Source: an optimization exercise on an open RTL-to-GDS flow (aim: small area). Production flows keep margins and buffers that such runs may drop. Only simulation tests tie the RTL to the original design; equivalence was not proved. Power is estimated from default activity; no workload was simulated.

==> flow/design.v <==
module findNext(index, letter);
	input [3:0] index;
	output reg [6:0] letter;
	parameter H = 7'h76;
	parameter E = 7'h79;
	parameter L = 7'h38;
	parameter O = 7'h3F;
	parameter U = 7'h3E;
	parameter r = 7'h50;
	parameter d = 7'h5E;
	always @(*) begin
		case(index)
			0:letter = H;
			1:letter = E;
			2:letter = L;
			3:letter = L;
			4:letter = O;
			5:letter = 7'h0;
			6:letter = U;
			7:letter = U;
			8:letter = O;
			9:letter = r;
			10:letter = L;
			11: letter = d;
			12:letter = 7'h0;
			default:letter = 7'h0;
		endcase
	end
endmodule
module hw_scroll_fsm(reset, clock, max_count, hexs);
	input reset, clock;
	input [27:0] max_count;
	output reg [41:0] hexs;
	reg [4:0] pos;
	reg [1:0] ph;
	reg [28:0] timer;
	wire fire = (ph == 2'd3);
	wire stall = &max_count;
	wire run = (ph != 2'd0) | (timer[28] & ~stall);
	always @(posedge clock, posedge reset) begin
		if (reset) begin
			pos <= 5'd0;
			ph <= 2'd2;
		end else begin
			if (run)
				ph <= ph + 2'd1;
			if (fire)
				pos <= (pos == 5'd17) ? 5'd5 : pos + 5'd1;
		end
	end
	wire [29:0] carry;
	assign carry[0] = 1'b1;
	genvar k;
	generate
		for (k = 0; k < 29; k = k + 1) begin : inc
			assign carry[k+1] = carry[k] & timer[k];
		end
	endgenerate
	always @(posedge clock) begin
		if (fire)
			timer <= {1'b0, ~max_count};
		else
			timer <= timer ^ carry[28:0];
	end
	always @(*) begin
		case (pos)
			5'd0: hexs = 42'h3ffffffffff;
			5'd1: hexs = 42'h3ffffffff89;
			5'd2: hexs = 42'h3ffffffc486;
			5'd3: hexs = 42'h3ffffe24347;
			5'd4: hexs = 42'h3fff121a3c7;
			5'd5: hexs = 42'h3f890d1e3c0;
			5'd6: hexs = 42'h04868f1e07f;
			5'd7: hexs = 42'h03478f03fc1;
			5'd8: hexs = 42'h23c781fe0c1;
			5'd9: hexs = 42'h23c0ff060c0;
			5'd10: hexs = 42'h207f830602f;
			5'd11: hexs = 42'h3fc183017c7;
			5'd12: hexs = 42'h20c180be3a1;
			5'd13: hexs = 42'h20c05f1d0ff;
			5'd14: hexs = 42'h202f8e87f89;
			5'd15: hexs = 42'h17c743fc486;
			5'd16: hexs = 42'h23a1fe24347;
			5'd17: hexs = 42'h10ff121a3c7;
			default: hexs = {42{1'bx}};
		endcase
	end
endmodule
clock: 10.0 ns
lec_check: 0
abc_area: 1
cap_margin: 20
core_margin: 2
core_utilization: 40
cts_buf_list: sky130_fd_sc_hd__clkbuf_4
slew_margin: 20
standard.sh (not shown) runs the stock make flow with config.mk's settings and CLKGATE_MAP_FILE= SYNTH_SCRIPT=/design/flow/synth_recipe.tcl, a recipe that flattens the netlist after the stock synthesis.
==> flow/flow/run.sh <==
#!/bin/bash
# The standard ORFS layout (standard.sh) with three changes:
#  - synthesis runs ABC with the area script flow/area.abc instead of ORFS's
#    (flow/my_synth.tcl is synth_recipe.tcl plus that one substitution), and
#    without ORFS's half/full-adder extraction (ADDER_MAP_FILE empty);
#  - the port buffers use the smallest buffer cell, sky130_fd_sc_hd__buf_1.
# Registers, their names and cell types are those of the standard synthesis.
set -euo pipefail
W=$(pwd)
export MY_ABC_SCRIPT=$W/flow/area.abc
bash standard.sh SYNTH_SCRIPT=$W/flow/my_synth.tcl ADDER_MAP_FILE= \
  BUFFER_PORTS_ARGS="-buffer_cell sky130_fd_sc_hd__buf_1" finish > standard_flow.log 2>&1
==> flow/flow/area.abc <==
strash
balance -l; resub -K 6 -l; rewrite -l; resub -K 6 -N 2 -l; refactor -l; resub -K 8 -l; balance -l; resub -K 8 -N 2 -l; rewrite -l; resub -K 10 -l; rewrite -z -l; resub -K 10 -N 2 -l; balance -l; resub -K 12 -l; refactor -z -l; resub -K 12 -N 2 -l; rewrite -z -l; balance -l
balance -l; resub -K 6 -l; rewrite -l; resub -K 6 -N 2 -l; refactor -l; resub -K 8 -l; balance -l; resub -K 8 -N 2 -l; rewrite -l; resub -K 10 -l; rewrite -z -l; resub -K 10 -N 2 -l; balance -l; resub -K 12 -l; refactor -z -l; resub -K 12 -N 2 -l; rewrite -z -l; balance -l
dch -f
map -a
mfs2
strash
balance -l; resub -K 6 -l; rewrite -l; resub -K 6 -N 2 -l; refactor -l; resub -K 8 -l; balance -l; resub -K 8 -N 2 -l; rewrite -l; resub -K 10 -l; rewrite -z -l; resub -K 10 -N 2 -l; balance -l; resub -K 12 -l; refactor -z -l; resub -K 12 -N 2 -l; rewrite -z -l; balance -l
dch -f
map -a
topo
==> flow/flow/my_synth.tcl <==
proc synth {args} { yosys synth -nofsm -noshare {*}$args }
# Run ABC with our own, area-oriented script in place of ORFS's.
proc abc {args} {
  set i [lsearch -exact $args -script]
  if { $i >= 0 } { set args [lreplace $args [expr {$i + 1}] [expr {$i + 1}] $::env(MY_ABC_SCRIPT)] }
  yosys abc {*}$args
}
source $::env(SCRIPTS_DIR)/synth.tcl
# left out here: clear keep_hierarchy, flatten, clean up, hide names made inside functions, write 1_2_yosys.v
==> next run, changes <==
==> flow/flow/run.sh (replaced) <==
#!/bin/bash
# Standard ORFS layout, except that the port buffers use the smallest buffer
# cell instead of the one buffer_ports picks by default.
set -euo pipefail
bash standard.sh BUFFER_PORTS_ARGS="-buffer_cell sky130_fd_sc_hd__buf_1" finish > standard_flow.log 2>&1
- CTS_BUF_LIST: sky130_fd_sc_hd__clkbuf_4 -> default
removed: flow/flow/area.abc
removed: flow/flow/my_synth.tcl
The new run ran to the end with no violations.
Die area is higher by about 23%.
Power climbs by 5.4%.
Routed wire length increases by 11%.
Design area grows by about 17%.
Worst hold slack gets worse by 0.026 ns.
Worst setup slack is worse by 0.46 ns.
Maximum frequency is lower by 8.5%.
Clock power rises by 20%.
Combinational power climbs by 9.5%.

========
hw_scroll_fsm, a different RTL version from the one above (not shown whole).
For scale: about 280 cells after synthesis, about 34 flip-flops, ~1900 um2 of cells after synthesis.
Settings: LEC_CHECK=0, ABC_AREA=1, CAP_MARGIN=20, CORE_MARGIN=2, CORE_UTILIZATION=40, CTS_BUF_LIST=sky130_fd_sc_hd__clkbuf_4, CTS_CLUSTER_DIAMETER=200, CTS_CLUSTER_SIZE=50, SLEW_MARGIN=20, SYNTH_HIERARCHICAL=1; clock period 10.0 ns.
==> flow/flow/run.sh <==
#!/bin/bash
# The standard ORFS layout (standard.sh) with these changes:
#  - synthesis maps the logic with ABC module by module, trying each of the
#    area scripts flow/*.abc in place of ORFS's script and keeping the
#    smallest mapping of each module (flow/my_synth.tcl is synth_recipe.tcl
#    plus that substitution); the state decoder also gets the slower
#    &deepsyn scripts. ORFS's half/full-adder extraction is off
#    (ADDER_MAP_FILE empty);
#  - the port buffers use the smallest buffer cell, sky130_fd_sc_hd__buf_1;
#  - CTS builds the tree from clkbuf_4 and inserts no dummy loads.
# Registers, their names and cell types are those of the standard synthesis.
set -euo pipefail
W=$(pwd)
F=$W/flow
export MY_ABC_DEFAULT="$F/s10.abc $F/s14.abc"
export MY_ABC_PLAN=""
bash standard.sh SYNTH_SCRIPT=$F/my_synth.tcl ADDER_MAP_FILE= \
  BUFFER_PORTS_ARGS="-buffer_cell sky130_fd_sc_hd__buf_1" \
  CTS_ARGS="-sink_clustering_enable -repair_clock_nets -buf_list sky130_fd_sc_hd__clkbuf_8 -sink_clustering_size 40 -sink_clustering_max_diameter 400 -sink_clustering_levels 1 -dont_use_dummy_load" \
  finish > standard_flow.log 2>&1
==> flow/flow/dT120S3.abc <==
strash
&get -n
&deepsyn -T 120 -S 3
&put
dch -f
map -a
mfs2
strash
dch -f
map -a
topo
==> flow/flow/dT120S6.abc <==
strash
&get -n
&deepsyn -T 120 -S 6
&put
dch -f
map -a
mfs2
strash
dch -f
map -a
topo
==> flow/flow/my_synth.tcl <==
proc synth {args} { yosys synth -nofsm -noshare {*}$args }
# Map the logic with ABC module by module: for each module, try each of our
# own area-oriented ABC scripts in place of ORFS's script and keep the
# mapping with the smallest cell area. MY_ABC_PLAN lists "module scripts..."
# entries separated by ";"; modules it does not name use MY_ABC_DEFAULT.
proc my_module_area { lib mod } {
  set rpt [tee -q -s result.string stat -liberty $lib $mod]
  if { [regexp {Chip area for module[^:]*:\s*([0-9.]+)} $rpt -> area] } { return $area }
  return 1e30
}
proc abc {args} {
  set i [lsearch -exact $args -script]
  set lib [lindex $args [expr {[lsearch -exact $args -liberty] + 1}]]
  set plan [dict create]
  foreach entry [split $::env(MY_ABC_PLAN) ";"] {
    set entry [string trim $entry]
    if { $entry ne "" } { dict set plan [lindex $entry 0] [lrange $entry 1 end] }
  }
  set mods [list]
  foreach line [split [tee -q -s result.string select -list =A:top %n] "\n"] { }
  foreach m [split [tee -q -s result.string ls] "\n"] {
    set m [string trim $m]
    if { $m ne "" && ![string match "*modules*" $m] } { lappend mods [string trimleft $m "\\"] }
  }
  puts "ABC per module over: $mods"
  foreach m $mods {
    if { [dict exists $plan $m] } { set scripts [dict get $plan $m] } else { set scripts $::env(MY_ABC_DEFAULT) }
    yosys design -save my_abc_before
    set best_area 1e30
    foreach s $scripts {
      yosys design -load my_abc_before
      yosys abc {*}[lreplace $args [expr {$i + 1}] [expr {$i + 1}] $s] $m
      set area [my_module_area $lib $m]
      puts "ABC module $m script $s: area $area"
      if { $area < $best_area } { set best_area $area; yosys design -save my_abc_best }
    }
    yosys design -load my_abc_best
    puts "ABC module $m: kept area $best_area"
  }
}
source $::env(SCRIPTS_DIR)/synth.tcl
# left out here: clear keep_hierarchy, flatten, clean up, hide names made inside functions, write 1_2_yosys.v
==> flow/flow/s16.abc <==
strash
balance -l; resub -K 6 -l; rewrite -l; resub -K 6 -N 2 -l; refactor -l; resub -K 8 -l; balance -l; resub -K 8 -N 2 -l; rewrite -l; resub -K 10 -l; rewrite -z -l; resub -K 10 -N 2 -l; balance -l; resub -K 12 -l; refactor -z -l; resub -K 12 -N 2 -l; rewrite -z -l; balance -l
dch -f
map -a
mfs2 -a
strash
dch -f
map -a
mfs2 -a
strash
dch -f
map -a
topo
Other scripts of this flow, unchanged in this note and not shown: flow/flow/dT120S1.abc, flow/flow/dT120S5.abc, flow/flow/s10.abc, flow/flow/s14.abc
Rerun with:
--- a/flow/flow/run.sh
+++ b/flow/flow/run.sh
@@ -17,4 +17,4 @@
 bash standard.sh SYNTH_SCRIPT=$F/my_synth.tcl ADDER_MAP_FILE= \
   BUFFER_PORTS_ARGS="-buffer_cell sky130_fd_sc_hd__buf_1" \
-  CTS_ARGS="-sink_clustering_enable -repair_clock_nets -buf_list sky130_fd_sc_hd__clkbuf_8 -sink_clustering_size 40 -sink_clustering_max_diameter 400 -sink_clustering_levels 1 -dont_use_dummy_load" \
+  CTS_ARGS="-sink_clustering_enable -repair_clock_nets -buf_list sky130_fd_sc_hd__clkbuf_4 -sink_clustering_size 20 -sink_clustering_max_diameter 300 -dont_use_dummy_load" \
   finish > standard_flow.log 2>&1
The new run passed the timing, design-rule and antenna checks.
Clock skew rises by 8.4 ps.
Sequential power is about the same.
Design area falls by 1.4%.
Worst setup slack gets worse by 54 ps.
Utilization falls by 0.71 points.
First-iteration DRC count rises by about 20%.
Wire length stays flat.
Global-route usage barely changes.
Non-clock buffer count stays the same.
Die area is unchanged.
Rerun with:
--- a/flow/flow/run.sh
+++ b/flow/flow/run.sh
@@ -17,4 +17,4 @@
 bash standard.sh SYNTH_SCRIPT=$F/my_synth.tcl ADDER_MAP_FILE= \
   BUFFER_PORTS_ARGS="-buffer_cell sky130_fd_sc_hd__buf_1" \
-  CTS_ARGS="-sink_clustering_enable -repair_clock_nets -buf_list sky130_fd_sc_hd__clkbuf_4 -sink_clustering_size 20 -sink_clustering_max_diameter 300 -dont_use_dummy_load" \
+  CTS_ARGS="-repair_clock_nets -buf_list sky130_fd_sc_hd__clkbuf_4 -dont_use_dummy_load" \
   finish > standard_flow.log 2>&1
Result: Die area stays the same. Final cell count stays the same. Maximum frequency stays the same. Hold slack stays the same.
Rerun with:
--- a/flow/flow/run.sh
+++ b/flow/flow/run.sh
@@ -14,7 +14,7 @@
 F=$W/flow
 export MY_ABC_DEFAULT="$F/s10.abc $F/s14.abc"
-export MY_ABC_PLAN=""
+export MY_ABC_PLAN="hw_scroll_decode $F/s10.abc $F/s14.abc $F/s16.abc $F/dT120S1.abc $F/dT120S3.abc $F/dT120S5.abc $F/dT120S6.abc"
 bash standard.sh SYNTH_SCRIPT=$F/my_synth.tcl ADDER_MAP_FILE= \
   BUFFER_PORTS_ARGS="-buffer_cell sky130_fd_sc_hd__buf_1" \
-  CTS_ARGS="-repair_clock_nets -buf_list sky130_fd_sc_hd__clkbuf_4 -dont_use_dummy_load" \
+  CTS_ARGS="-sink_clustering_enable -repair_clock_nets -buf_list sky130_fd_sc_hd__clkbuf_4 -sink_clustering_size 50 -sink_clustering_max_diameter 200 -dont_use_dummy_load" \
   finish > standard_flow.log 2>&1
Outcome:
- fmax stays the same
- clock skew does not change
- register-to-register slack hardly moves
- flip-flop and latch count is unchanged
- setup slack does not change
Rerun with:
--- a/flow/flow/run.sh
+++ b/flow/flow/run.sh
@@ -13,6 +13,6 @@
 W=$(pwd)
 F=$W/flow
-export MY_ABC_DEFAULT="$F/s10.abc $F/s14.abc"
-export MY_ABC_PLAN="hw_scroll_decode $F/s10.abc $F/s14.abc $F/s16.abc $F/dT120S1.abc $F/dT120S3.abc $F/dT120S5.abc $F/dT120S6.abc"
+export MY_ABC_DEFAULT="$F/s10.abc $F/s14.abc $F/s20.abc"
+export MY_ABC_PLAN=""
 bash standard.sh SYNTH_SCRIPT=$F/my_synth.tcl ADDER_MAP_FILE= \
   BUFFER_PORTS_ARGS="-buffer_cell sky130_fd_sc_hd__buf_1" \
==> flow/flow/s19.abc (new file) <==
strash
balance -l; resub -K 6 -l; rewrite -l; resub -K 6 -N 2 -l; refactor -l; resub -K 8 -l; balance -l; resub -K 8 -N 2 -l; rewrite -l; resub -K 10 -l; rewrite -z -l; resub -K 10 -N 2 -l; balance -l; resub -K 12 -l; refactor -z -l; resub -K 12 -N 2 -l; rewrite -z -l; balance -l
balance -l; resub -K 6 -l; rewrite -l; resub -K 6 -N 2 -l; refactor -l; resub -K 8 -l; balance -l; resub -K 8 -N 2 -l; rewrite -l; resub -K 10 -l; rewrite -z -l; resub -K 10 -N 2 -l; balance -l; resub -K 12 -l; refactor -z -l; resub -K 12 -N 2 -l; rewrite -z -l; balance -l
dch -f
map -a -B 0
mfs2
strash
balance -l; resub -K 6 -l; rewrite -l; resub -K 6 -N 2 -l; refactor -l; resub -K 8 -l; balance -l; resub -K 8 -N 2 -l; rewrite -l; resub -K 10 -l; rewrite -z -l; resub -K 10 -N 2 -l; balance -l; resub -K 12 -l; refactor -z -l; resub -K 12 -N 2 -l; rewrite -z -l; balance -l
dch -f
map -a -B 0
topo
==> flow/flow/s20.abc (new file) <==
strash
balance -l; resub -K 6 -l; rewrite -l; resub -K 6 -N 2 -l; refactor -l; resub -K 8 -l; balance -l; resub -K 8 -N 2 -l; rewrite -l; resub -K 10 -l; rewrite -z -l; resub -K 10 -N 2 -l; balance -l; resub -K 12 -l; refactor -z -l; resub -K 12 -N 2 -l; rewrite -z -l; balance -l
balance -l; resub -K 6 -l; rewrite -l; resub -K 6 -N 2 -l; refactor -l; resub -K 8 -l; balance -l; resub -K 8 -N 2 -l; rewrite -l; resub -K 10 -l; rewrite -z -l; resub -K 10 -N 2 -l; balance -l; resub -K 12 -l; refactor -z -l; resub -K 12 -N 2 -l; rewrite -z -l; balance -l
dch -f
map -a
mfs2 -W 6 -F 4 -D 4
strash
balance -l; resub -K 6 -l; rewrite -l; resub -K 6 -N 2 -l; refactor -l; resub -K 8 -l; balance -l; resub -K 8 -N 2 -l; rewrite -l; resub -K 10 -l; rewrite -z -l; resub -K 10 -N 2 -l; balance -l; resub -K 12 -l; refactor -z -l; resub -K 12 -N 2 -l; rewrite -z -l; balance -l
dch -f
map -a
topo
Settings changed: CAP_MARGIN 20 to 0, GPL_TIMING_DRIVEN set to 0, SLEW_MARGIN 20 to 0.
removed: flow/flow/dT120S3.abc
removed: flow/flow/dT120S6.abc
removed: flow/flow/s16.abc
The changed run completed without violations.
Maximum frequency drops slightly.
Worst setup slack is worse by 81 ps.
Final area goes up by a few percent.
Critical path depth does not change.
Clock skew shrinks by 4.3 ps.
Rerun with:
Settings changed: GPL_TIMING_DRIVEN 0 to unset.
Effect:
- The new run completed with no timing, DRC or antenna violations
- final area shrinks by a few percent
- worst setup slack gains 63 ps
- routed wire length grows slightly
- power barely changes
- core utilization shrinks by 1.5 points

-- afterwards: timing with drivers on the ports --
How much do the figures lean on ideal ports? The routed layouts below were timed once more, with nothing changed but the port constraints. Step 1: set_driving_cell puts a clkbuf_16 on clock and a buf_2 on each other input, an assumption about the parent block. Step 2 adds t to the input delays and takes it off the output delays; t is the mean of the earliest and latest rising clock arrival at the registers after step 1. Input paths then give back, and output paths get back, about the clock's delay inside the block. Slacks: ideal / step 1 / step 2; pairs: ideal / step 1.
run	shift t [ns]	setup slack, ns	latest minus earliest clock arrival (ns)	worst data-port slew with drivers (ns)
the first run of note 1	0.352	5.012 / 4.989 / 5.342	0.011 / 0.011	0.03
the second run of note 1	0.306	4.547 / 4.547 / 4.547	0.010 / 0.009	0.03
the first run of note 2	0.303	5.206 / 5.177 / 5.480	0.014 / 0.015	0.03
the second run of note 2	0.344	5.151 / 5.128 / 5.472	0.023 / 0.023	0.03
the third run of note 2	0.344	5.151 / 5.128 / 5.472	0.023 / 0.023	0.03
the fourth run of note 2	0.344	5.151 / 5.128 / 5.472	0.023 / 0.023	0.03
the fifth run of note 2	0.343	5.070 / 5.046 / 4.921	0.018 / 0.019	0.03
the sixth run of note 2	0.336	5.133 / 5.109 / 5.445	0.023 / 0.023	0.03
After both steps every run listed still meets setup and hold. For the fifth run of note 2, which loses most, drivers alone change the setup slack by -0.024 ns; drivers and shift together by -0.149 ns.
